What follows belongs to an exercise in optimizing a design on an open flow for small area; a production flow would make more cautious choices.
RTL that was checked went through simulation tests only; none was proved equivalent to the original.
No functional check of the RTL was part of run 1.
Power is estimated from default activity; no workload was simulated.

## flow/design.v (module list and top-level ports; edited modules follow where they fit)
// module RX_UDP: 507 lines
// module TX_UDP: 647 lines
// module ETH_TOP: 289 lines
module ETH_TOP#(
		parameter FPGA_MAC         = 48'h00D0_0800_0002,
		parameter FPGA_IP          = 32'hC0A8_006E,
	    parameter FPGA_DP          = 16'd8080,
	    parameter FPGA_SP          = 16'd8080,
	    parameter C_AXI_ID_WIDTH       = 4,         
	    parameter C_AXI_ADDR_WIDTH     = 32,        
	    parameter C_AXI_DATA_WIDTH     = 64,        
	    parameter C_AXI_NBURST_SUPPORT = 1'b0,      
	    parameter C_AXI_BURST_TYPE     = 2'b00,     
	    parameter WATCH_DOG_WIDTH      = 12,   		 
	    parameter FLAG_MOTOR           =   32'hE1EC_0C0D,
	    parameter FLAG_AD              =   32'hAD86_86DA,
	    parameter FLAG_ETHLOOP         =   32'hEEBA_EEBA,
	    parameter C_ADDR_SUMOFFSET     =   32'h0000_1000,
	    parameter C_ADDR_MOTOR2ETH     =   32'h0000_0000,
	    parameter C_ADDR_AD2ETH        =   32'h1000_0000,
	    parameter C_ADDR_ETHLOOP       =   32'h2000_0000,
	    parameter C_ADDR_ETH2MOTOR     =   32'hE000_0000,
	    parameter C_ADDR_ETH2AD        =   32'hF000_0000           
    )
	(
	    input   sys_clk,
	    input   sys_rst,   
	   	input                               maxi_wready,  
	   	output [C_AXI_ID_WIDTH-1:0]         maxi_wid,     
	   	output [C_AXI_ADDR_WIDTH-1:0]       maxi_waddr,   
	   	output [7:0]                        maxi_wlen,    
	   	output [2:0]                        maxi_wsize,   
	   	output [1:0]                        maxi_wburst,  
	   	output [1:0]                        maxi_wlock,   
  // ...
==> flow/flow/run.sh <==
#!/bin/bash
# Standard synthesis, then the combinational logic re-mapped for area (registers untouched),
# then the standard layout from floorplan to finish.
set -euo pipefail
W=$(pwd)
R=$W/orfs/results/sky130hd/ETH_TOP/base
YOSYS=$FLOW_HOME/../tools/install/yosys/bin/yosys
bash standard.sh synth > $W/standard_synth.log 2>&1
cp $R/1_2_yosys.v $W/std_1_2_yosys.v
RS_LIB=$FLOW_HOME/platforms/sky130hd/lib/sky130_fd_sc_hd__tt_025C_1v80.lib \
RS_DONTUSE=$W/flow/dontuse.txt RS_IN=$W/std_1_2_yosys.v RS_OUT=$W/rs_1_2_yosys.v \
RS_SCRIPT=$W/flow/rs.abc $YOSYS -c $W/flow/resynth.tcl > $W/resynth.log 2>&1
cp $W/rs_1_2_yosys.v $R/1_2_yosys.v
rm -f $R/1_synth.odb $R/1_synth.sdc
bash standard.sh > $W/standard_layout.log 2>&1
==> flow/flow/dontuse.txt <==
-dont_use sky130_fd_sc_hd__lpflow_bleeder_1 -dont_use sky130_fd_sc_hd__lpflow_clkbufkapwr_1 -dont_use sky130_fd_sc_hd__lpflow_clkbufkapwr_16 -dont_use sky130_fd_sc_hd__lpflow_clkbufkapwr_2 -dont_use sky130_fd_sc_hd__lpflow_clkbufkapwr_4 -dont_use sky130_fd_sc_hd__lpflow_clkbufkapwr_8 -dont_use sky130_fd_sc_hd__lpflow_clkinvkapwr_1 -dont_use sky130_fd_sc_hd__lpflow_clkinvkapwr_16 -dont_use sky130_fd_sc_hd__lpflow_clkinvkapwr_2 -dont_use sky130_fd_sc_hd__lpflow_clkinvkapwr_4 -dont_use sky130_fd_sc_hd__lpflow_clkinvkapwr_8 -dont_use sky130_fd_sc_hd__lpflow_decapkapwr_12 -dont_use sky130_fd_sc_hd__lpflow_decapkapwr_3 -dont_use sky130_fd_sc_hd__lpflow_decapkapwr_4 -dont_use sky130_fd_sc_hd__lpflow_decapkapwr_6 -dont_use sky130_fd_sc_hd__lpflow_decapkapwr_8 -dont_use sky130_fd_sc_hd__lpflow_inputiso0n_1 -dont_use sky130_fd_sc_hd__lpflow_inputiso0p_1 -dont_use sky130_fd_sc_hd__lpflow_inputiso1n_1 -dont_use sky130_fd_sc_hd__lpflow_inputiso1p_1 -dont_use sky130_fd_sc_hd__lpflow_inputisolatch_1 -dont_use sky130_fd_sc_hd__lpflow_isobufsrc_1 -dont_use sky130_fd_sc_hd__lpflow_isobufsrc_16 -dont_use sky130_fd_sc_hd__lpflow_isobufsrc_2 -dont_use sky130_fd_sc_hd__lpflow_isobufsrc_4 -dont_use sky130_fd_sc_hd__lpflow_isobufsrc_8 -dont_use sky130_fd_sc_hd__lpflow_isobufsrckapwr_16 -dont_use sky130_fd_sc_hd__lpflow_lsbuf_lh_hl_isowell_tap_1 -dont_use sky130_fd_sc_hd__lpflow_lsbuf_lh_hl_isowell_tap_2 -dont_use sky130_fd_sc_hd__lpflow_lsbuf_lh_hl_isowell_tap_4 -dont_use sky130_fd_sc_hd__lpflow_lsbuf_lh_isowell_4 -dont_use sky130_fd_sc_hd__lpflow_lsbuf_lh_isowell_tap_1 -dont_use sky130_fd_sc_hd__lpflow_lsbuf_lh_isowell_tap_2 -dont_use sky130_fd_sc_hd__lpflow_lsbuf_lh_isowell_tap_4 -dont_use sky130_fd_sc_hd__probe_p_8 -dont_use sky130_fd_sc_hd__probec_p_8 
==> flow/flow/resynth.tcl <==
# Re-map the combinational logic of the standard synthesis netlist with ABC.
# The flip-flops (and tie cells) are kept as they are: same instances, names and cell types.
yosys -import
set lib $::env(RS_LIB)
set dont [string trim [read [open $::env(RS_DONTUSE)]]]
read_liberty -ignore_miss_func $lib
read_verilog $::env(RS_IN)
hierarchy -top ETH_TOP
setattr -mod -set keep_hierarchy 1 sky130_fd_sc_hd__*df* sky130_fd_sc_hd__*dl* sky130_fd_sc_hd__conb_1
setattr -set keep 1 t:sky130_fd_sc_hd__*df* t:sky130_fd_sc_hd__*dl*
flatten
hierarchy -top ETH_TOP
blackbox sky130_fd_sc_hd__*df* sky130_fd_sc_hd__*dl* sky130_fd_sc_hd__conb_1
select -clear
tee -o $::env(RS_OUT).pre.stat stat -liberty $lib
eval abc -script $::env(RS_SCRIPT) -liberty $lib {*}$dont
opt_clean
insbuf -buf sky130_fd_sc_hd__buf_4 A X
opt_clean
tee -o $::env(RS_OUT).stat stat -liberty $lib
write_verilog -noattr -nohex -nodec $::env(RS_OUT)
==> flow/flow/rs.abc <==
strash
dc2
&get -n
&dch -f
&nf -R 1000
&put
strash
dch -f
amap
==> flow/standard.sh <==
#!/bin/bash
# synth_recipe.tcl (not shown) runs the flow's synth.tcl, then flattens the netlist and writes it again
# the make line also repeats each setting of config.mk as NAME=value (left out here)
make -C /OpenROAD-flow-scripts/flow DESIGN_CONFIG=/design/flow/config.mk WORK_HOME=/design/flow/orfs CLKGATE_MAP_FILE= SYNTH_SCRIPT=/design/flow/synth_recipe.tcl "${@:-finish}"
==> flow/config.mk <==
export PLATFORM = sky130hd
export DESIGN_NAME = ETH_TOP
export DESIGN_NICKNAME = ETH_TOP
export VERILOG_FILES = /design/flow/design.v
export SDC_FILE = /design/flow/constraint.sdc
export NUM_CORES = 4
export LEC_CHECK = 0
export CAP_MARGIN = 20
export CORE_MARGIN = 2
export CORE_UTILIZATION = 40
export PLACE_DENSITY = 0.6
export SLEW_MARGIN = 20
==> flow/constraint.sdc <==
create_clock -name core_clock -period 8.0 [get_ports {sys_clk}]
set_input_delay 1.6000 -clock core_clock [delete_from_list [all_inputs] [get_ports {sys_clk}]]
set_output_delay 1.6000 -clock core_clock [all_outputs]
set_load 0.01 [all_outputs]
==> impl_metrics.csv, run 1 <==
group,metric,value,unit
clocking,cts.repair.resized,210,
placement,globalplace.congestion,1.029,
outcome,failed_checks,"negative setup slack",
final_layout,clockNetworkAreaShare,5.419,%
timing,rsz0062_at_grt,"true",
placement,numPortBuffers,226,
power,power.density,169.0,nW/µm²
final_layout,multi_input_area_share,37.20,%
placement,post-place-ws,-2.923,ns
yosys,postSynthAreaPerCell,8.559,µm²
power,clk-power,0.00380,W
floorplanning,die_w,315.0,µm
final_layout,multi_input_cells,3269,
power,power,0.008380,W
final_layout,drive_gt1_share,17.84,%
hold_path,hold_class,"reg -> reg",
floorplanning,initial_core_util,40.18,%
placement,dp_cells,6376,
outcome,status,"failed layout checks",
floorplanning,coreArea,96280,µm²
hold_path,min_from,"inst_RX_UDP.st[7]$_SDFF_PP0_",
timing,setup_viol,13,
setup_path,worst_r2r_endpoint,"inst_TX_UDP.udpcks_sum[17]$_SDFFE_PP0P_",
floorplanning,row_count,114,
routing,drtPass1Iterations,6,
floorplanning,die_area,99220,µm²
routing,vias_per_cell,5.764,
clocking,clk_latency,0.69,ns
final_layout,regMostFlops,"inst_TX_UDP.eth_loop_data",
routing,dr_wl_met2,72200,µm
yosys,synth_cells,4520,
global_routing,grt_overflow,0,
setup_path,crit_path_top_delay_cell,"or2_1",
setup_path,cp.required,8.61,ns
routing,top_layer_used,"met4",
yosys,yosysWarnings,2,
timing,setup_ws,-1.918,ns
timing,whs,0.4215,ns
clocking,postCtsHoldBufs,0,
setup_path,r2r_cells,71,
final_layout,final-instance-count-excl-fill,6675,
==> module RX_UDP, before the edit <==
module RX_UDP#(
	parameter FPGA_MAC         = 48'h00D0_0800_0002,
	parameter FPGA_IP          = 32'hC0A8_006E,
    parameter FPGA_DP          = 16'd8080,
    parameter FPGA_SP          = 16'd8080,
    parameter C_AXI_ID_WIDTH       = 4,         
    parameter C_AXI_ADDR_WIDTH     = 32,        
    parameter C_AXI_DATA_WIDTH     = 64,        
    parameter C_AXI_NBURST_SUPPORT = 1'b0,      
    parameter C_AXI_BURST_TYPE     = 2'b00,     
    parameter WATCH_DOG_WIDTH      = 12,   		 
    parameter FLAG_MOTOR           =   32'hE1EC_0C0D,
    parameter FLAG_AD              =   32'hAD86_86DA,
    parameter FLAG_ETHLOOP         =   32'hEEBA_EEBA,
    parameter C_ADDR_SUMOFFSET     =   32'h0000_1000,
    parameter C_ADDR_MOTOR2ETH     =   32'h0000_0000,
    parameter C_ADDR_AD2ETH        =   32'h1000_0000,
    parameter C_ADDR_ETH2MOTOR     =   32'hE000_0000,
    parameter C_ADDR_ETH2AD        =   32'hF000_0000,
    parameter C_ADDR_ETHLOOP       =   32'h2000_0000          
    )
(
    input   sys_clk,
    input   sys_rst,   
   	input                               maxi_wready,  
   	output [C_AXI_ID_WIDTH-1:0]         maxi_wid,     
   	output [C_AXI_ADDR_WIDTH-1:0]       maxi_waddr,   
   	output [7:0]                        maxi_wlen,    
   	output [2:0]                        maxi_wsize,   
   	output [1:0]                        maxi_wburst,  
   	output [1:0]                        maxi_wlock,   
   	output [3:0]                        maxi_wcache,  
   	output [2:0]                        maxi_wprot,   
   	output                              maxi_wvalid,  
   	input                               maxi_wd_wready,   
   	output [C_AXI_DATA_WIDTH-1:0]       maxi_wd_wdata,     
   	output [C_AXI_DATA_WIDTH/8-1:0]     maxi_wd_wstrb,     
   	output                              maxi_wd_wlast,     
   	output                              maxi_wd_wvalid,    
   	input  [C_AXI_ID_WIDTH-1:0]         maxi_wb_bid,      
   	input  [1:0]                        maxi_wb_bresp,    
   	input                               maxi_wb_bvalid,   
   	output                              maxi_wb_bready,   
   	input                               maxi_rready,      
   	output [C_AXI_ID_WIDTH-1:0]         maxi_rid,         
   	output [C_AXI_ADDR_WIDTH-1:0]       maxi_raddr,       
   	output [7:0]                        maxi_rlen,        
   	output [2:0]                        maxi_rsize,       
   	output [1:0]                        maxi_rburst,      
   	output [1:0]                        maxi_rlock,       
   	output [3:0]                        maxi_rcache,      
   	output [2:0]                        maxi_rprot,       
   	output                              maxi_rvalid,      
   	input  [C_AXI_ID_WIDTH-1:0]         maxi_rd_bid,      
   	input  [1:0]                        maxi_rd_rresp,    
   	input                               maxi_rd_rvalid,   
   	input  [C_AXI_DATA_WIDTH-1:0]       maxi_rd_rdata,    
   	input                               maxi_rd_rlast,    
   	output                              maxi_rd_rready,    
    input   [7:0]   					rgmii_rx_data,
    input   							rgmii_rx_valid,
    input   							rgmii_rx_last,
	input								rgmii_rx_user,
	output								rgmii_rx_ready,
	output	[47:0]						pc_mac,
	output	[31:0]						pc_ip,
	output								trig_package_rst,
	output								trig_arp	
);
	reg							local_reset;
	always @(posedge sys_clk) begin
		local_reset	<=	sys_rst;
	end
	localparam	WRITE_IDLE     = 0,
				RX_ETH_HEADER  = 1,
				RX_IP_HEADER   = 2,
				RX_UDP_HEADER  = 3,
				RX_ARP         = 4,
				WRITE_ADDR     = 5,
				WRITE_DATA     = 6,
				WRITE_RESPONSE = 7;
	localparam [7:0] UDP_WORD_C = 8'd12;
	reg [7:0]	st, nx;
	reg			trig_write_start;
	reg [7:0]	udp_word_cnt;
	reg 		o_rgmii_rx_ready;
	reg [63:0]	rx_wd_wdata;
	reg			flag_eth_header_over,
				flag_ip_header_over,
				flag_udp_header_over,
				flag_arp,
				flag_arp_over,
				flag_frame_err,
				trig_package_reset;
	reg			acc_a;			 
	reg			acc_b;			 
	reg			f_ad, f_mo, f_lp;	 
	reg			len_hi_nz;
	reg [7:0]	rx_cmd_len;
	reg			d_ed, d_ea;		 
	reg [47:0]	arp_sa_mac;
	reg [31:0]	arp_sa_ip;
	reg [47:0]	o_pc_mac;
	reg [31:0]	o_pc_ip;
	reg [3:0]	wr_wid;
	reg [31:0]	wr_waddr;
	reg [7:0]	wr_wlen;
	reg			wr_wvalid;
	reg [7:0]	write_data_cnt;
	reg [63:0]	wd_wdata;
	reg			wd_wstrb1;
	reg			wd_wlast;
	reg			wd_wvalid;
	reg			wb_bready;
	wire		rx_hs = rgmii_rx_valid && o_rgmii_rx_ready;
	wire [2:0]	rx_wd_cnt = udp_word_cnt[2:0];
	assign	rgmii_rx_ready 		= 	o_rgmii_rx_ready;
	assign	trig_package_rst	=	trig_package_reset;
	assign	trig_arp			=	flag_arp_over;
	assign	pc_mac    			= 	o_pc_mac;
	assign	pc_ip     			= 	o_pc_ip;
	always @(posedge sys_clk) begin
		if (local_reset)
			trig_write_start	<=	0;
		else
			trig_write_start <= rgmii_rx_valid && !rgmii_rx_last && st[WRITE_IDLE];
	end
	always @(posedge sys_clk) begin
		if (local_reset)
			st <= 8'd1;
		else
			st <= nx;
	end
	always @(*) begin
		nx = 8'd0;
		case (1'b1)
			st[WRITE_IDLE]: begin
				if (trig_write_start)				nx[RX_ETH_HEADER] = 1'b1;
				else								nx[WRITE_IDLE] = 1'b1;
			end
			st[RX_ETH_HEADER]: begin
				if (flag_frame_err)					nx[WRITE_IDLE] = 1'b1;
				else if (flag_arp)					nx[RX_ARP] = 1'b1;
				else if (flag_eth_header_over)		nx[RX_IP_HEADER] = 1'b1;
				else								nx[RX_ETH_HEADER] = 1'b1;
			end
			st[RX_IP_HEADER]: begin
				if (flag_frame_err)					nx[WRITE_IDLE] = 1'b1;
				else if (flag_ip_header_over)		nx[RX_UDP_HEADER] = 1'b1;
				else								nx[RX_IP_HEADER] = 1'b1;
			end
			st[RX_UDP_HEADER]: begin
				if (flag_frame_err)					nx[WRITE_IDLE] = 1'b1;
				else if (flag_udp_header_over)		nx[WRITE_ADDR] = 1'b1;
				else								nx[RX_UDP_HEADER] = 1'b1;
			end
			st[RX_ARP]: begin
				if (flag_frame_err || flag_arp_over) nx[WRITE_IDLE] = 1'b1;
				else								nx[RX_ARP] = 1'b1;
			end
			st[WRITE_ADDR]: begin
				if (wr_wvalid && maxi_wready)		nx[WRITE_DATA] = 1'b1;
				else								nx[WRITE_ADDR] = 1'b1;
			end
			st[WRITE_DATA]: begin
				if (wd_wvalid && maxi_wd_wready && wd_wlast) nx[WRITE_RESPONSE] = 1'b1;
				else								nx[WRITE_DATA] = 1'b1;
			end
			st[WRITE_RESPONSE]: begin
				if (maxi_wb_bvalid && wb_bready)	nx[WRITE_IDLE] = 1'b1;
				else								nx[WRITE_RESPONSE] = 1'b1;
			end
			default:								nx[WRITE_IDLE] = 1'b1;
		endcase
	end
	reg [7:0]	eth_exp;
	always @(*) begin
		case (udp_word_cnt[3:0])
			4'd0:  eth_exp = FPGA_MAC[47:40];
			4'd1:  eth_exp = FPGA_MAC[39:32];
			4'd2:  eth_exp = FPGA_MAC[31:24];
			4'd3:  eth_exp = FPGA_MAC[23:16];
			4'd4:  eth_exp = FPGA_MAC[15:8];
			4'd5:  eth_exp = FPGA_MAC[7:0];
			4'd6:  eth_exp = o_pc_mac[47:40];
			4'd7:  eth_exp = o_pc_mac[39:32];
			4'd8:  eth_exp = o_pc_mac[31:24];
			4'd9:  eth_exp = o_pc_mac[23:16];
			4'd10: eth_exp = o_pc_mac[15:8];
			4'd11: eth_exp = o_pc_mac[7:0];
			4'd12: eth_exp = 8'h08;
			default: eth_exp = 8'h00;
		endcase
	end
	wire	eth_ok   = (rgmii_rx_data == eth_exp);
	wire	arp_t_ok = (udp_word_cnt[3:0] < 4'd12) ||
					   (rgmii_rx_data == ((udp_word_cnt[3:0] == 4'd12) ? 8'h08 : 8'h06));
	reg		ip_ok;
	always @(*) begin
		case (udp_word_cnt[4:0])
			5'd0:  ip_ok = (rgmii_rx_data == 8'h45);
			5'd9:  ip_ok = (rgmii_rx_data == 8'h11);
			5'd12: ip_ok = (rgmii_rx_data == o_pc_ip[31:24]);
			5'd13: ip_ok = (rgmii_rx_data == o_pc_ip[23:16]);
			5'd14: ip_ok = (rgmii_rx_data == o_pc_ip[15:8]);
			5'd15: ip_ok = (rgmii_rx_data == o_pc_ip[7:0]);
			5'd16: ip_ok = (rgmii_rx_data == FPGA_IP[31:24]);
			5'd17: ip_ok = (rgmii_rx_data == FPGA_IP[23:16]);
			5'd18: ip_ok = (rgmii_rx_data == FPGA_IP[15:8]);
			5'd19: ip_ok = (rgmii_rx_data == FPGA_IP[7:0]);
			default: ip_ok = 1'b1;
		endcase
	end
	reg		dp_ok;
	always @(*) begin
		case (udp_word_cnt[3:0])
			4'd2:  dp_ok = (rgmii_rx_data == FPGA_DP[15:8]);
			4'd3:  dp_ok = (rgmii_rx_data == FPGA_DP[7:0]);
			default: dp_ok = 1'b1;
		endcase
	end
	reg [7:0]	fad_e, fmo_e, flp_e;
	always @(*) begin
		case (udp_word_cnt[1:0])
			2'd0: begin fad_e = FLAG_AD[31:24]; fmo_e = FLAG_MOTOR[31:24]; flp_e = FLAG_ETHLOOP[31:24]; end
			2'd1: begin fad_e = FLAG_AD[23:16]; fmo_e = FLAG_MOTOR[23:16]; flp_e = FLAG_ETHLOOP[23:16]; end
			2'd2: begin fad_e = FLAG_AD[15:8];  fmo_e = FLAG_MOTOR[15:8];  flp_e = FLAG_ETHLOOP[15:8];  end
			default: begin fad_e = FLAG_AD[7:0]; fmo_e = FLAG_MOTOR[7:0]; flp_e = FLAG_ETHLOOP[7:0]; end
		endcase
	end
	reg		arp_ok;
	always @(*) begin
		case (udp_word_cnt[4:0])
			5'd6:  arp_ok = (rgmii_rx_data == 8'h00);
			5'd7:  arp_ok = (rgmii_rx_data == 8'h01);
			5'd24: arp_ok = (rgmii_rx_data == FPGA_IP[31:24]);
			5'd25: arp_ok = (rgmii_rx_data == FPGA_IP[23:16]);
			5'd26: arp_ok = (rgmii_rx_data == FPGA_IP[15:8]);
			5'd27: arp_ok = (rgmii_rx_data == FPGA_IP[7:0]);
			default: arp_ok = 1'b1;
		endcase
	end
	always @(posedge sys_clk) begin
		if (nx[RX_ARP] && udp_word_cnt != 8'd28) begin
			case (udp_word_cnt)
				8'd08: arp_sa_mac[47:40] <= rgmii_rx_data;
				8'd09: arp_sa_mac[39:32] <= rgmii_rx_data;
				8'd10: arp_sa_mac[31:24] <= rgmii_rx_data;
				8'd11: arp_sa_mac[23:16] <= rgmii_rx_data;
				8'd12: arp_sa_mac[15:08] <= rgmii_rx_data;
				8'd13: arp_sa_mac[07:00] <= rgmii_rx_data;
				8'd14: arp_sa_ip[31:24] <= rgmii_rx_data;
				8'd15: arp_sa_ip[23:16] <= rgmii_rx_data;
				8'd16: arp_sa_ip[15:08] <= rgmii_rx_data;
				8'd17: arp_sa_ip[07:00] <= rgmii_rx_data;
				default: ;
			endcase
		end
	end
	always @(posedge sys_clk) begin
		if (nx[WRITE_DATA] && (udp_word_cnt <= rx_cmd_len) && rx_hs)
			case (rx_wd_cnt)
				3'd0: rx_wd_wdata[63:56] <= rgmii_rx_data;
				3'd1: rx_wd_wdata[55:48] <= rgmii_rx_data;
				3'd2: rx_wd_wdata[47:40] <= rgmii_rx_data;
				3'd3: rx_wd_wdata[39:32] <= rgmii_rx_data;
				3'd4: rx_wd_wdata[31:24] <= rgmii_rx_data;
				3'd5: rx_wd_wdata[23:16] <= rgmii_rx_data;
				3'd6: rx_wd_wdata[15:8]  <= rgmii_rx_data;
				default: rx_wd_wdata[7:0] <= rgmii_rx_data;
			endcase
	end
	always @(posedge sys_clk) begin
		if (local_reset) begin
			d_ed                 <= 0;
			d_ea                 <= 0;
			flag_frame_err       <= 0;
			flag_eth_header_over <= 0;
			flag_udp_header_over <= 0;
			flag_ip_header_over  <= 0;
			flag_arp             <= 0;
			flag_arp_over        <= 0;
			trig_package_reset   <= 0;
			udp_word_cnt         <= 0;
			o_rgmii_rx_ready     <= 0;
			o_pc_mac             <= 0;
			o_pc_ip              <= 0;
			acc_a                <= 1;
			acc_b                <= 1;
			f_ad                 <= 0;
			f_mo                 <= 0;
			f_lp                 <= 0;
			len_hi_nz            <= 0;
			rx_cmd_len           <= 0;
		end else begin
		d_ed <= (rgmii_rx_data == 8'hED);
		d_ea <= (rgmii_rx_data == 8'hEA);
		case (1'b1)
			nx[WRITE_IDLE] : begin
				flag_frame_err       <= 0;
				flag_eth_header_over <= 0;
				flag_udp_header_over <= 0;
				flag_ip_header_over  <= 0;
				flag_arp             <= 0;
				flag_arp_over        <= 0;
				trig_package_reset   <= 0;
				udp_word_cnt         <= 0;
				o_rgmii_rx_ready     <= rgmii_rx_valid && rgmii_rx_last;
				acc_a                <= 1;
				acc_b                <= 1;
				len_hi_nz            <= 0;
				rx_cmd_len           <= 0;
			end
			nx[RX_ETH_HEADER] : begin
				if (udp_word_cnt == 8'd14) begin
					if (acc_a) begin
						flag_eth_header_over <= 1;
						flag_frame_err       <= 0;
					end else if (acc_b) begin
						flag_eth_header_over <= 1;
						flag_arp             <= 1;
						flag_frame_err       <= 0;
					end else begin
						flag_eth_header_over <= 0;
						flag_frame_err       <= 1;
					end
					udp_word_cnt <= 0;
					acc_a        <= 1;
				end else begin
					o_rgmii_rx_ready <= rgmii_rx_valid;
					if (rx_hs) begin
						udp_word_cnt <= udp_word_cnt + 1;
						acc_a        <= acc_a & eth_ok;
						acc_b        <= acc_b & arp_t_ok;
					end
					flag_frame_err <= rgmii_rx_last;
					if (udp_word_cnt == 8'd13)
						o_rgmii_rx_ready <= 0;
				end
			end
			nx[RX_IP_HEADER] : begin
				if (udp_word_cnt == 8'd20) begin
					if (acc_a) begin
						flag_frame_err      <= 0;
						flag_ip_header_over <= 1;
					end else begin
						flag_frame_err      <= 1;
						flag_ip_header_over <= 0;
					end
					o_rgmii_rx_ready <= 0;
					udp_word_cnt     <= 0;
					acc_a            <= 1;
				end else begin
					o_rgmii_rx_ready <= rgmii_rx_valid;
					if (rx_hs) begin
						udp_word_cnt <= udp_word_cnt + 1;
						acc_a        <= acc_a & ip_ok;
					end
					if (udp_word_cnt == 8'd19)
						o_rgmii_rx_ready <= 0;
				end
			end
			nx[RX_UDP_HEADER] : begin
				if (udp_word_cnt == 8'd12) begin
					if (acc_a && (f_ad || f_mo || f_lp)) begin
						flag_frame_err       <= 0;
						flag_udp_header_over <= 1;
					end else begin
						flag_frame_err       <= 1;
						flag_udp_header_over <= 0;
					end
					udp_word_cnt <= 0;
				end else begin
					o_rgmii_rx_ready <= rgmii_rx_valid;
					if (rx_hs) begin
						udp_word_cnt <= udp_word_cnt + 1;
						acc_a        <= acc_a & dp_ok;
						if (udp_word_cnt[3:2] == 2'd2) begin
							f_ad <= (udp_word_cnt[1:0] == 2'd0 || f_ad) && (rgmii_rx_data == fad_e);
							f_mo <= (udp_word_cnt[1:0] == 2'd0 || f_mo) && (rgmii_rx_data == fmo_e);
							f_lp <= (udp_word_cnt[1:0] == 2'd0 || f_lp) && (rgmii_rx_data == flp_e);
						end
					end
					if (udp_word_cnt == 8'd4)
						len_hi_nz <= (rgmii_rx_data != 8'd0);
					if (udp_word_cnt == 8'd5)
						rx_cmd_len <= (len_hi_nz || rgmii_rx_data != 8'd0) ? (rgmii_rx_data - UDP_WORD_C) : 8'd0;
					if (udp_word_cnt == 8'd11)
						o_rgmii_rx_ready <= 0;
				end
			end
			nx[RX_ARP] : begin
				if (udp_word_cnt == 8'd28) begin
					if (acc_a) begin
						o_pc_mac       <= arp_sa_mac;
						o_pc_ip        <= arp_sa_ip;
						flag_frame_err <= 0;
						flag_arp_over  <= 1;
					end else begin
						flag_frame_err <= 1;
						flag_arp_over  <= 0;
					end
					udp_word_cnt <= 0;
				end else begin
					o_rgmii_rx_ready <= rgmii_rx_valid;
					if (rx_hs) begin
						udp_word_cnt <= udp_word_cnt + 1;
						acc_a        <= acc_a & arp_ok;
					end
					if (udp_word_cnt == 8'd27)
						o_rgmii_rx_ready <= 0;
				end
			end
			nx[WRITE_DATA] : begin
				o_rgmii_rx_ready <= rgmii_rx_valid;
				if ((udp_word_cnt <= rx_cmd_len) && rx_hs)
					udp_word_cnt <= udp_word_cnt + 1;
				trig_package_reset <= (d_ed && rgmii_rx_data == 8'hED) || (d_ea && rgmii_rx_data == 8'hEA);
			end
			default : ;
		endcase
		end
	end
	always @(posedge sys_clk) begin
		if (local_reset) begin
			wr_waddr	<=	0;
			wr_wvalid	<=	0;
		end else if (st[WRITE_ADDR] && nx[WRITE_ADDR]) begin
			wr_waddr	<=	f_ad ? C_ADDR_ETH2AD : f_mo ? C_ADDR_ETH2MOTOR : f_lp ? C_ADDR_ETHLOOP : 32'd0;
			wr_wvalid	<=	1;
		end else begin
			wr_wvalid	<=	0;
		end
	end
	always @(posedge sys_clk) begin
		if (local_reset) begin
			wr_wid	<=	0;
			wr_wlen	<=	1;
		end else if (st[RX_UDP_HEADER] && nx[WRITE_ADDR]) begin
			wr_wid	<=	f_ad ? 4'd1 : f_mo ? 4'd2 : f_lp ? 4'd3 : 4'd0;
			wr_wlen	<=	{3'b000, rx_cmd_len[7:3]} - 8'd1;
		end
	end
	assign	maxi_wid	=	wr_wid;
	assign	maxi_waddr	=	wr_waddr;
	assign	maxi_wlen	=	wr_wlen;
	assign	maxi_wsize	=	3'd3;
	assign	maxi_wburst	=	C_AXI_BURST_TYPE;
	assign	maxi_wvalid	=	wr_wvalid;
	assign	maxi_wlock	=	2'b0;
	assign	maxi_wcache	=	4'b0;
	assign	maxi_wprot	=	3'b0;
	wire	dd	=	st[WRITE_DATA] && nx[WRITE_DATA];
	wire	word_rdy = (rx_wd_cnt == 3'd0) && (udp_word_cnt >= 8'd8);
	always @(posedge sys_clk) begin
		if (local_reset || st[WRITE_IDLE])
			write_data_cnt	<=	0;
		else if (st[WRITE_ADDR] && nx[WRITE_DATA])
			write_data_cnt	<=	wr_wlen;
		else if (wd_wvalid && maxi_wd_wready)
			write_data_cnt	<=	write_data_cnt - 1;
	end
	always @(posedge sys_clk) begin
		if (local_reset || !dd)
			wd_wdata	<=	0;
		else if (word_rdy)
			wd_wdata	<=	rx_wd_wdata;
	end
	always @(posedge sys_clk) begin
		if (local_reset || !dd) begin
			wd_wvalid	<=	0;
			wd_wlast	<=	0;
		end else if (word_rdy) begin
			wd_wvalid	<=	1;
			wd_wlast	<=	(write_data_cnt == 8'd0);
		end else if (maxi_wd_wready) begin
			wd_wvalid	<=	0;
		end
	end
	always @(posedge sys_clk) begin
		if (local_reset)
			wd_wstrb1	<=	0;
		else
			wd_wstrb1	<=	dd;
	end
	always @(posedge sys_clk) begin
		if (local_reset)
			wb_bready <= 0;
		else
			wb_bready <= st[WRITE_RESPONSE] && nx[WRITE_RESPONSE];
	end
	assign	maxi_wd_wdata	=	wd_wdata;
	assign	maxi_wd_wstrb	=	{8{wd_wstrb1}};
	assign	maxi_wd_wlast	=	wd_wlast;
	assign	maxi_wd_wvalid	=	wd_wvalid;
	assign	maxi_wb_bready	=	wb_bready;
	assign	maxi_rid	=	0;
	assign	maxi_raddr	=	0;
	assign	maxi_rlen	=	0;
	assign	maxi_rsize	=	0;
	assign	maxi_rburst	=	0;
	assign	maxi_rlock	=	0;
	assign	maxi_rcache	=	0;
	assign	maxi_rprot	=	0;
	assign	maxi_rvalid	=	0;
	assign	maxi_rd_rready	=	0;
endmodule
==> run 2, diff against run 1 <==
--- a/flow/design.v
+++ b/flow/design.v
@@ -76,17 +76,19 @@
 				RX_ETH_HEADER  = 1,
 				RX_IP_HEADER   = 2,
 				RX_UDP_HEADER  = 3,
 				RX_ARP         = 4,
 				WRITE_ADDR     = 5,
 				WRITE_DATA     = 6,
 				WRITE_RESPONSE = 7;
 	localparam [7:0] UDP_WORD_C = 8'd12;
-	reg [7:0]	st, nx;
+	reg [2:0]	st_b;
+	wire [7:0]	st = 8'd1 << st_b;
+	reg [7:0]	nx;
 	reg			trig_write_start;
 	reg [7:0]	udp_word_cnt;
 	reg 		o_rgmii_rx_ready;
 	reg [63:0]	rx_wd_wdata;
 	reg			flag_eth_header_over,
 				flag_ip_header_over,
 				flag_udp_header_over,
 				flag_arp,
@@ -123,19 +125,19 @@
 	always @(posedge sys_clk) begin
 		if (local_reset)
 			trig_write_start	<=	0;
 		else
 			trig_write_start <= rgmii_rx_valid && !rgmii_rx_last && st[WRITE_IDLE];
 	end
 	always @(posedge sys_clk) begin
 		if (local_reset)
-			st <= 8'd1;
+			st_b <= 3'd0;
 		else
-			st <= nx;
+			st_b <= {nx[4] | nx[5] | nx[6] | nx[7], nx[2] | nx[3] | nx[6] | nx[7], nx[1] | nx[3] | nx[5] | nx[7]};
 	end
 	always @(*) begin
 		nx = 8'd0;
 		case (1'b1)
 			st[WRITE_IDLE]: begin
 				if (trig_write_start)				nx[RX_ETH_HEADER] = 1'b1;
 				else								nx[WRITE_IDLE] = 1'b1;
 			end
@@ -593,17 +595,19 @@
 						ARP_TYPE       = 16'h0806,
 						IP_FLAG_OFFSET = 16'h4000;
 	localparam	[7:0]	IP_VISION      = 8'h45,
 						UDP_PROTO      = 8'h11,
 						IP_TTL         = 8'h80,
 						IP_WORD        = 8'd20,
 						UDP_WORD       = 8'd8;
 	localparam	[63:0]	ARP_HEAD       = 64'h0001_0800_0604_0002;
-	reg [8:0]	st, nx;
+	reg [3:0]	st_b;
+	wire [8:0]	st = 9'd1 << st_b;
+	reg [8:0]	nx;
 	reg			trig_udp_start,
 				trig_arp_start;
 	reg [3:0]	flag_data_sum;
 	reg			flag_eth_header_over,
 				flag_ip_header_over,
 				flag_udp_header_over,
 				flag_arp_over,
 				flag_addr_over,
@@ -616,18 +620,18 @@
 	reg [31:0]	snap_ip;		 
 	reg [31:0]	data_sum;
 	reg [11:0]	tx_word_cnt;
 	reg [7:0]	o_rgmii_data;
 	reg			o_rgmii_valid;
 	reg			o_rgmii_last;
 	reg [31:0]	package_cnt;
 	reg [15:0]	ip_identif;
-	reg [19:0]	ipcks_sum;
-	reg [19:0]	udpcks_sum;
+	reg [18:0]	ipcks_sum;		 
+	reg [18:0]	udpcks_sum;		 
 	reg			wd_loaded;		 
 	reg			ipcks_over;
 	reg			udpcks_over;
 	reg [127:0]	eth_loop_data;	 
 	reg [7:0]	wr_wlen;
 	reg			wr_wready;
 	reg			wd_wready;
 	reg			wb_bvalid;
@@ -649,59 +653,70 @@
 	wire [31:0]	udp_flag =	flag_data_sum[0] ? FLAG_AD :
 							flag_data_sum[1] ? FLAG_MOTOR :
 							flag_data_sum[2] ? FLAG_ETHLOOP : 32'd0;
 	wire [15:0]	ip_len	=	IP_WORD + UDP_WORD + udp_len;
 	wire [15:0]	ul_len	=	UDP_WORD + udp_len;
 	localparam [16:0] K_AD	=	32'd0 + FLAG_AD[31:16] + FLAG_AD[15:00];
 	localparam [16:0] K_MO	=	32'd0 + FLAG_MOTOR[31:16] + FLAG_MOTOR[15:00];
 	localparam [16:0] K_LP	=	32'd0 + FLAG_ETHLOOP[31:16] + FLAG_ETHLOOP[15:00];
-	wire [16:0]	pk_sum		=	package_cnt[31:16] + package_cnt[15:00];
-	wire [17:0]	flag_k		=	flag_data_sum[0] ? (K_AD + pk_sum) : flag_data_sum[1] ? {1'b0, K_MO} : {1'b0, K_LP};
+	reg [17:0]	pk_k;
+	wire [17:0]	flag_k		=	flag_data_sum[0] ? pk_k : flag_data_sum[1] ? {1'b0, K_MO} : {1'b0, K_LP};
 	wire		loop_acc	=	nx[WRITE_DATA] && loop_br;
-	wire [31:0]	add32		=	data_sum + (loop_acc ? half_sum : flag_k);
-	wire [17:0]	usum		=	add32[31:16] + add32[15:0] + {udp_len, 1'b0} + USUM_K;
+	wire [31:0]	add32		=	data_sum + flag_k;
+	reg [17:0]	hsum_r;
+	reg			hsum_v;
+	wire [31:0]	loop_sum	=	data_sum + hsum_r;
+	always @(posedge sys_clk) begin
+		hsum_r	<=	half_sum;
+		hsum_v	<=	!local_reset && loop_acc && wd_hs;
+	end
+	wire [16:0]	usum		=	add32[31:16] + add32[15:0];
+	wire [17:0]	ucks_k		=	{udp_len, 1'b0} + USUM_K;
 	wire [16:0]	pc_sum		=	pc_ip[31:16] + pc_ip[15:0];
 	localparam [17:0] IPCKS_K	=	32'd0 + {IP_VISION,8'h0} + IP_WORD + UDP_WORD + IP_FLAG_OFFSET + {IP_TTL,UDP_PROTO} + FPGA_IP[31:16] + FPGA_IP[15:0];
 	localparam [17:0] USUM_K	=	FPGA_IP[31:16] + FPGA_IP[15:0] + 16'h0011 + 2*UDP_WORD + FPGA_SP + FPGA_DP;
 	always @(posedge sys_clk) begin
 		if (local_reset  || o_rgmii_last) begin
 			ipcks_sum  <= 0;
 			ipcks_over <= 0;
 		end
 		else begin
 			if (!trig_udp_cks_d && trig_udp_cks) begin
-				ipcks_sum	<=	IPCKS_K + udp_len + ip_identif + pc_sum;
+				ipcks_sum	<=	ipcks_sum + pc_sum;
+			end
+			else if (nx[TX_WAIT] && (|flag_data_sum[2:0]) && !trig_udp_cks) begin
+				ipcks_sum	<=	IPCKS_K + udp_len + ip_identif;
 			end
 			else if (trig_udp_cks && !ipcks_over) begin
-				if (ipcks_sum > 20'h0_FFFF) begin
-					ipcks_sum	<=	ipcks_sum[19:16] + ipcks_sum[15:0];
+				if (ipcks_sum > 19'h0_FFFF) begin
+					ipcks_sum	<=	ipcks_sum[18:16] + ipcks_sum[15:0];
 				end
 				else begin
 					ipcks_sum[15:0]	<=	~ipcks_sum[15:0];
 					ipcks_over	<=	1;
 				end
 			end
 		end
 	end
 	always @(posedge sys_clk) begin
 		if (local_reset  || o_rgmii_last) begin
 			udpcks_sum	<=	0;
 			udpcks_over	<=	0;
 		end
 		else begin
 			if (!trig_udp_cks_d && trig_udp_cks) begin
-				udpcks_sum	<=	udpcks_sum + pc_sum;
+				udpcks_sum	<=	udpcks_sum + (pc_sum + ucks_k);
 			end
 			else if (nx[TX_WAIT] && (|flag_data_sum[2:0]) && !trig_udp_cks) begin
 				udpcks_sum	<=	{2'd0, usum};
 			end
 			else if (trig_udp_cks && !udpcks_over) begin
-				if (udpcks_sum > 20'h0_ffff) begin
-					udpcks_sum	<=	udpcks_sum[19:16] + udpcks_sum[15:0];
+				if (udpcks_sum > 19'h0_ffff) begin
+					udpcks_sum	<=	udpcks_sum[18:16] + udpcks_sum[15:0];
 				end
 				else begin
 					udpcks_sum[15:0]	<=	~udpcks_sum[15:0];
 					udpcks_over	<=	1;
 				end
 			end
 		end
 	end
@@ -714,19 +729,19 @@
 	always @(posedge sys_clk) begin
 		if (local_reset || flag_arp_over)
 			trig_arp_start	<=	0;
 		else if (trig_arp)
 			trig_arp_start	<=	1;
 	end
 	always @(posedge sys_clk) begin
 		if (local_reset)
-			st <= 9'd1;
+			st_b <= 4'd0;
 		else
-			st <= nx;
+			st_b <= {nx[8], nx[4] | nx[5] | nx[6] | nx[7], nx[2] | nx[3] | nx[6] | nx[7], nx[1] | nx[3] | nx[5] | nx[7]};
 	end
 	always @(*) begin
 		nx = 9'd0;
 		case (1'b1)
 			st[WRITE_IDLE]: begin
 				if (trig_udp_start)					nx[WRITE_ADDR] = 1'b1;
 				else if (trig_arp_start)			nx[TX_WAIT] = 1'b1;
 				else if (flag_data_sum[2])			nx[TX_WAIT] = 1'b1;
@@ -765,21 +780,21 @@
 			end
 			st[TX_ARP]: begin
 				if (flag_arp_over)	nx[WRITE_IDLE] = 1'b1;
 				else				nx[TX_ARP] = 1'b1;
 			end
 			default:				nx[WRITE_IDLE] = 1'b1;
 		endcase
 	end
+	wire [31:0]	package_cnt_n	=	(local_reset || trig_package_rst) ? 32'd0 :
+									(st[WRITE_RESPONSE] && nx[WRITE_IDLE] && (flag_data_sum == 4'd1)) ? package_cnt + 1 : package_cnt;
 	always @(posedge sys_clk) begin
-		if (local_reset || trig_package_rst)
-			package_cnt <= 0;
-		else if (st[WRITE_RESPONSE] && nx[WRITE_IDLE] && (flag_data_sum == 4'd1))
-			package_cnt <= package_cnt + 1;
+		package_cnt	<=	package_cnt_n;
+		pk_k		<=	(local_reset || trig_package_rst) ? {1'b0, K_AD} : K_AD + (package_cnt[31:16] + package_cnt[15:0]);
 	end
 	always @(posedge sys_clk) begin
 		if (local_reset)
 			ip_identif <= 0;
 		else if (o_rgmii_last)
 			ip_identif <= ip_identif + 1;
 	end
 	wire [4:0]	snap_idx	=	nx[TX_ETH_HEADER] ? tx_word_cnt[4:0] :
@@ -959,16 +974,18 @@
 			flag_arp_wait_over   <= 0;
 			trig_udp_cks         <= 0;
 			tx_word_cnt          <= 0;
 			o_rgmii_data         <= 0;
 			o_rgmii_valid        <= 1'b0;
 			o_rgmii_last         <= 1'b0;
 		end else begin
 			trig_udp_cks_d	<=	trig_udp_cks;
+			if (hsum_v)
+				data_sum	<=	loop_sum;
 			case (1'b1)
 				nx[WRITE_IDLE]	:	begin
 					flag_data_sum        <= flag_wait_over ? 4'd0 : flag_data_sum;
 					flag_eth_header_over <= 0;
 					flag_ip_header_over  <= 0;
 					flag_udp_header_over <= 0;
 					flag_arp_over        <= 0;
 					flag_addr_over       <= 0;
@@ -1051,20 +1068,18 @@
 						if (wd_hs) begin
 							data_sum		<=	saxi_wd_wdata[31:0];
 							flag_data_over	<=	1;
 						end
 						else
 							flag_data_over	<=	0;
 					end
 					else if (loop_br) begin
-						if (wd_hs) begin
+						if (wd_hs)
 							tx_word_cnt	<=	cnt_p1[11:0];
-							data_sum	<=	add32;
-						end
 						flag_data_over	<=	(tx_word_cnt == 12'd2);
 					end
 					else begin
 						if (tx_word_cnt == udp_len) begin
 							flag_data_over	<=	1;
 							o_rgmii_valid	<=	0;
 							o_rgmii_last	<=	0;
 							o_rgmii_data	<=	0;
--- a/flow/flow/run.sh
+++ b/flow/flow/run.sh
@@ -7,9 +7,10 @@
 YOSYS=$FLOW_HOME/../tools/install/yosys/bin/yosys
 bash standard.sh synth > $W/standard_synth.log 2>&1
 cp $R/1_2_yosys.v $W/std_1_2_yosys.v
 RS_LIB=$FLOW_HOME/platforms/sky130hd/lib/sky130_fd_sc_hd__tt_025C_1v80.lib \
 RS_DONTUSE=$W/flow/dontuse.txt RS_IN=$W/std_1_2_yosys.v RS_OUT=$W/rs_1_2_yosys.v \
 RS_SCRIPT=$W/flow/rs.abc $YOSYS -c $W/flow/resynth.tcl > $W/resynth.log 2>&1
 cp $W/rs_1_2_yosys.v $R/1_2_yosys.v
 rm -f $R/1_synth.odb $R/1_synth.sdc
-bash standard.sh > $W/standard_layout.log 2>&1
+# clock tree: small clock buffers and no dummy loads
+bash standard.sh "CTS_ARGS=-sink_clustering_enable -repair_clock_nets -buf_list sky130_fd_sc_hd__clkbuf_4 -dont_use_dummy_load" finish > $W/standard_layout.log 2>&1
--- a/flow/flow/resynth.tcl
+++ b/flow/flow/resynth.tcl
@@ -9,13 +9,13 @@
 setattr -mod -set keep_hierarchy 1 sky130_fd_sc_hd__*df* sky130_fd_sc_hd__*dl* sky130_fd_sc_hd__conb_1
 setattr -set keep 1 t:sky130_fd_sc_hd__*df* t:sky130_fd_sc_hd__*dl*
 flatten
 hierarchy -top ETH_TOP
 blackbox sky130_fd_sc_hd__*df* sky130_fd_sc_hd__*dl* sky130_fd_sc_hd__conb_1
 select -clear
 tee -o $::env(RS_OUT).pre.stat stat -liberty $lib
 eval abc -script $::env(RS_SCRIPT) -liberty $lib {*}$dont
-opt_clean
+opt_clean -purge
 insbuf -buf sky130_fd_sc_hd__buf_4 A X
-opt_clean
+opt_clean -purge
 tee -o $::env(RS_OUT).stat stat -liberty $lib
 write_verilog -noattr -nohex -nodec $::env(RS_OUT)
==> flow/flow/rs.abc (replaced) <==
strash
dc2
&get -n
&dch -f
&nf -R 1000
&put
strash
dch -f
amap
strash
dch -f
amap
==> flow/config.mk (replaced) <==
export PLATFORM = sky130hd
export DESIGN_NAME = ETH_TOP
export DESIGN_NICKNAME = ETH_TOP
export VERILOG_FILES = /design/flow/design.v
export SDC_FILE = /design/flow/constraint.sdc
export NUM_CORES = 4
export LEC_CHECK = 0
export ABC_CLOCK_PERIOD_IN_PS = 1000000
export CAP_MARGIN = 20
export CORE_MARGIN = 2
export CORE_UTILIZATION = 65
export CTS_BUF_LIST = sky130_fd_sc_hd__clkbuf_4
export PLACE_DENSITY = 0.75
export SLEW_MARGIN = 20
==> run 2 against run 1 <==
Compared with the run above: now clean on timing, DRC and antenna; utilization grew 21 points; critical path depth fell by 16; clock skew is 0.11 ns higher; non-clock buffer count shrank 509; first-iteration DRC count increased by 17%; setup slack gained 2.4 ns; synthesized area is 2.4% higher; worst hold slack better by 0.020 ns; flip-flop and latch count is 26 higher; maximum frequency up 32%.
==> impl_metrics.csv, run 2 <==
group,metric,value,unit
final_layout,layout_commonest_cell,"nor2_1",
setup_path,regToRegSetupSlack,0.49,ns
final_layout,final_cell_mix,"nor2_1 (988), dfxtp_1 (413), clkinv_1 (411)",
floorplanning,io_pins,594,
final_layout,regMostFlops,"inst_TX_UDP.eth_loop_data",
routing,drtPass1Iterations,6,
floorplanning,die_w,250.8,µm
final_layout,nets,5455,
routing,drc,0,
routing,drt_iter0_drc,5209,
floorplanning,die_area,62910,µm²
clocking,clock-root-buffer,"clkbuf_4",
floorplanning,coreArea,60250,µm²
global_routing,grt_pass1_vias,35310,
timing,min_period,7.509,ns
setup_path,slowest_delay,0.37,ns
power,leakage,14.64,nW
routing,vias,38850,
floorplanning,die_y,250.8,µm
clocking,clkSinkCount,768,
placement,numPortBuffers,226,
hold_path,min_from,"inst_RX_UDP.o_pc_ip[9]$_SDFFE_PP0P_",
final_layout,area_growth,10.54,%
global_routing,grt_use_total,41.95,%
setup_path,reg2reg_from,"inst_TX_UDP.flag_data_sum[0]$_SDFFE_PP0P_",
final_layout,n_fill_cell,4671,
clocking,cts.path.max_buffers,3,
power,power,0.007203,W
placement,globalplace.congestion,1.056,
final_layout,multi_input_area,17900,µm²
final_layout,fin_area,43770,µm²
setup_path,path_common_cell,"nor2_1",
setup_path,path_max_fanout,4,
timing,fin_skew,0.1446,ns
setup_path,startpoint_type,"flop",
timing,maxSlewViolCount,0,
final_layout,reg_top3,"inst_TX_UDP.eth_loop_data: 128 flops, inst_RX_UDP.rx_wd_wdata: 64 flops, inst_RX_UDP.wd_wdata: 64 flops",
timing,rsz0062_at_grt,"true",
setup_path,cp.required,8.88,ns
placement,place_area,42100,µm²
clocking,clk_latency,1.10,ns
power,power.density,164.6,nW/µm²
power,peakVddDrop,0.2019,mV
global_routing,grt_first_pass_wirelength,201700,µm
outcome,status,"no timing/DRC/antenna violations",
setup_path,path_class,"reg -> reg",
setup_path,critPathLaunch,"inst_TX_UDP.flag_data_sum[0]$_SDFFE_PP0P_",
routing,wire_per_inst,22.96,µm
flow_run,drv_cap,0,
timing,setup_ws,0.4915,ns
hold_path,hold_class,"reg -> reg",
global_routing,grt_overflow,0,
setup_path,worst_r2r_endpoint,"inst_TX_UDP.udpcks_sum[14]$_SDFFE_PP0P_",
final_layout,largest_reg_flops,128,
timing,tightest_slew,1.256,ns
final_layout,drive_gt1_share,6.305,%
timing,setup_viol,0,
routing,vias_per_cell,6.526,
clocking,cts_buffers,193,
routing,ant_nets,0,
setup_path,crit_path_top_delay_cell,"dfxtp_4",
setup_path,crit_end,"inst_TX_UDP.udpcks_sum[14]$_SDFFE_PP0P_",
timing,final_hold_viol_count,0,
yosys,synth_cells,4743,
global_routing,grt_antenna_before_repair,18,
hold_path,whs_path_depth,0,
final_layout,regArea,18910,µm²
timing,fin_crit_sh,93.86,%
timing,relSlewSlack,15.19,%
floorplanning,row_count,90,
yosys,yosysWarnings,2,
timing,fmaxAchievable,0.1332,GHz
yosys,syn_area,39600,µm²
routing,wl,136700,µm
setup_path,r2r_cells,56,
clocking,clk_pin_slew,0.06,ns
floorplanning,initial_core_util,65.72,%
clocking,postCtsHoldBufs,0,
clocking,cts_tree,"built",
clocking,htree_levels,4,
setup_path,cp-end-kind,"flop",
placement,post-dp-hpwl,99250,µm
setup_path,cp.arrival,8.39,ns
placement,post-place-ws,-0.2496,ns
global_routing,grt_max_degree,98,
yosys,postSynthAreaPerCell,8.348,µm²
==> run 2: cell type report <==
type	count	share of cell area, %
multi-input cells	3463	40.90
well taps	782	2.235
clock buffers	193	3.310
inverters	417	3.590
flip-flops and latches	768	43.20
repair buffers	314	6.678
diodes	16	0.09148
==> run 2: worst max-delay path: cells and delay by family (launching register included) <==
family	cells	cell delay [ns]
DFF	1	0.37
buffers and inverters	2	0.21
AOI/OAI and AO/OA	26	3.67
and+or+nand+nor	28	3.15
==> run 2: worst min-delay path by stage <==
| stage | end | slack (ns) |
|---|---|---|
| global route | inst_TX_UDP.snap_ip[14]$_DFFE_PP_ | 0.45 |
| floorplan | inst_TX_UDP.trig_arp_start$_SDFFE_PP0P_ | 0.41 |
| CTS | inst_TX_UDP.snap_ip[14]$_DFFE_PP_ | 0.43 |
| finish | inst_TX_UDP.snap_ip[9]$_DFFE_PP_ | 0.44 |
| detailed placement | inst_TX_UDP.snap_ip[25]$_DFFE_PP_ | 0.42 |
| global placement | inst_TX_UDP.snap_ip[24]$_DFFE_PP_ | 0.42 |
==> run 2: metrics by stage <==
stage                     hold WS (ns)  utilization [%]  cells  TNS [ns]
final                           0.4411            72.65   5953         0
after global routing            0.4498            72.61   5943   -0.1448
after CTS                       0.4343            72.31   5933         0
after detailed placement        0.4245            69.89   5739   -0.2496
after global placement          0.4221            69.89   5739         0
after floorplan                 0.4146                -   4933         0
==> run 2: per-layer routing <==
metal | up-vias | GRT usage, % | routed length (µm)
met5 | - | 0 | 130
li1 | 17820 | - | -
met1 | 17810 | 53.19 | 50520
met2 | 2659 | 65.35 | 60510
met3 | 546 | 11.74 | 17530
met4 | 20 | 22.74 | 7966
==> run 2: what timing repair did <==
item | 4_1_cts | 5_1_grt
resized for setup | 5 | 37
buffers inserted | 1 | 4
hold endpoints to repair | 0 | 0
endpoints found under the setup margin | 2 | 10
pin swaps | 2 | 15
==> run 2: where the power goes <==
part,internal [W],switching [W],leakage [nW]
Combinational,0.000172,0.000352,7.08
Clock,0.00109,0.00142,0.888
Sequential,0.00413,0.0000346,6.68

port drivers added, routing unchanged:
The flow's constraints put no driver on any port. The routed layouts listed below were extracted and timed again, unchanged, in two steps.
Step 1 sets driving cells, clkbuf_16 on the clock port and buf_2 on the other inputs (assumed; they add their load-dependent delay and slew).
Step 2 also shifts input and output timing later by t, the mid clock arrival at the registers, as if the neighbouring blocks saw the same clock.
Three values: ideal ports, drivers, drivers and shift; two values: the first two.
run | shift t [ns] | setup slack, ns | worst hold slack (ns) | worst setup path at the end
run 1 | 0.747 | -1.918 / -1.897 / -2.644 | 0.421 / 0.421 / 0.421 | input to register
run 2 | 1.103 | 0.491 / 0.491 / 0.127 | 0.441 / 0.441 / 0.441 | input to register
The setup slack of run 1, which loses most, moves by +0.021 ns with the drivers and by -0.726 ns with both steps.
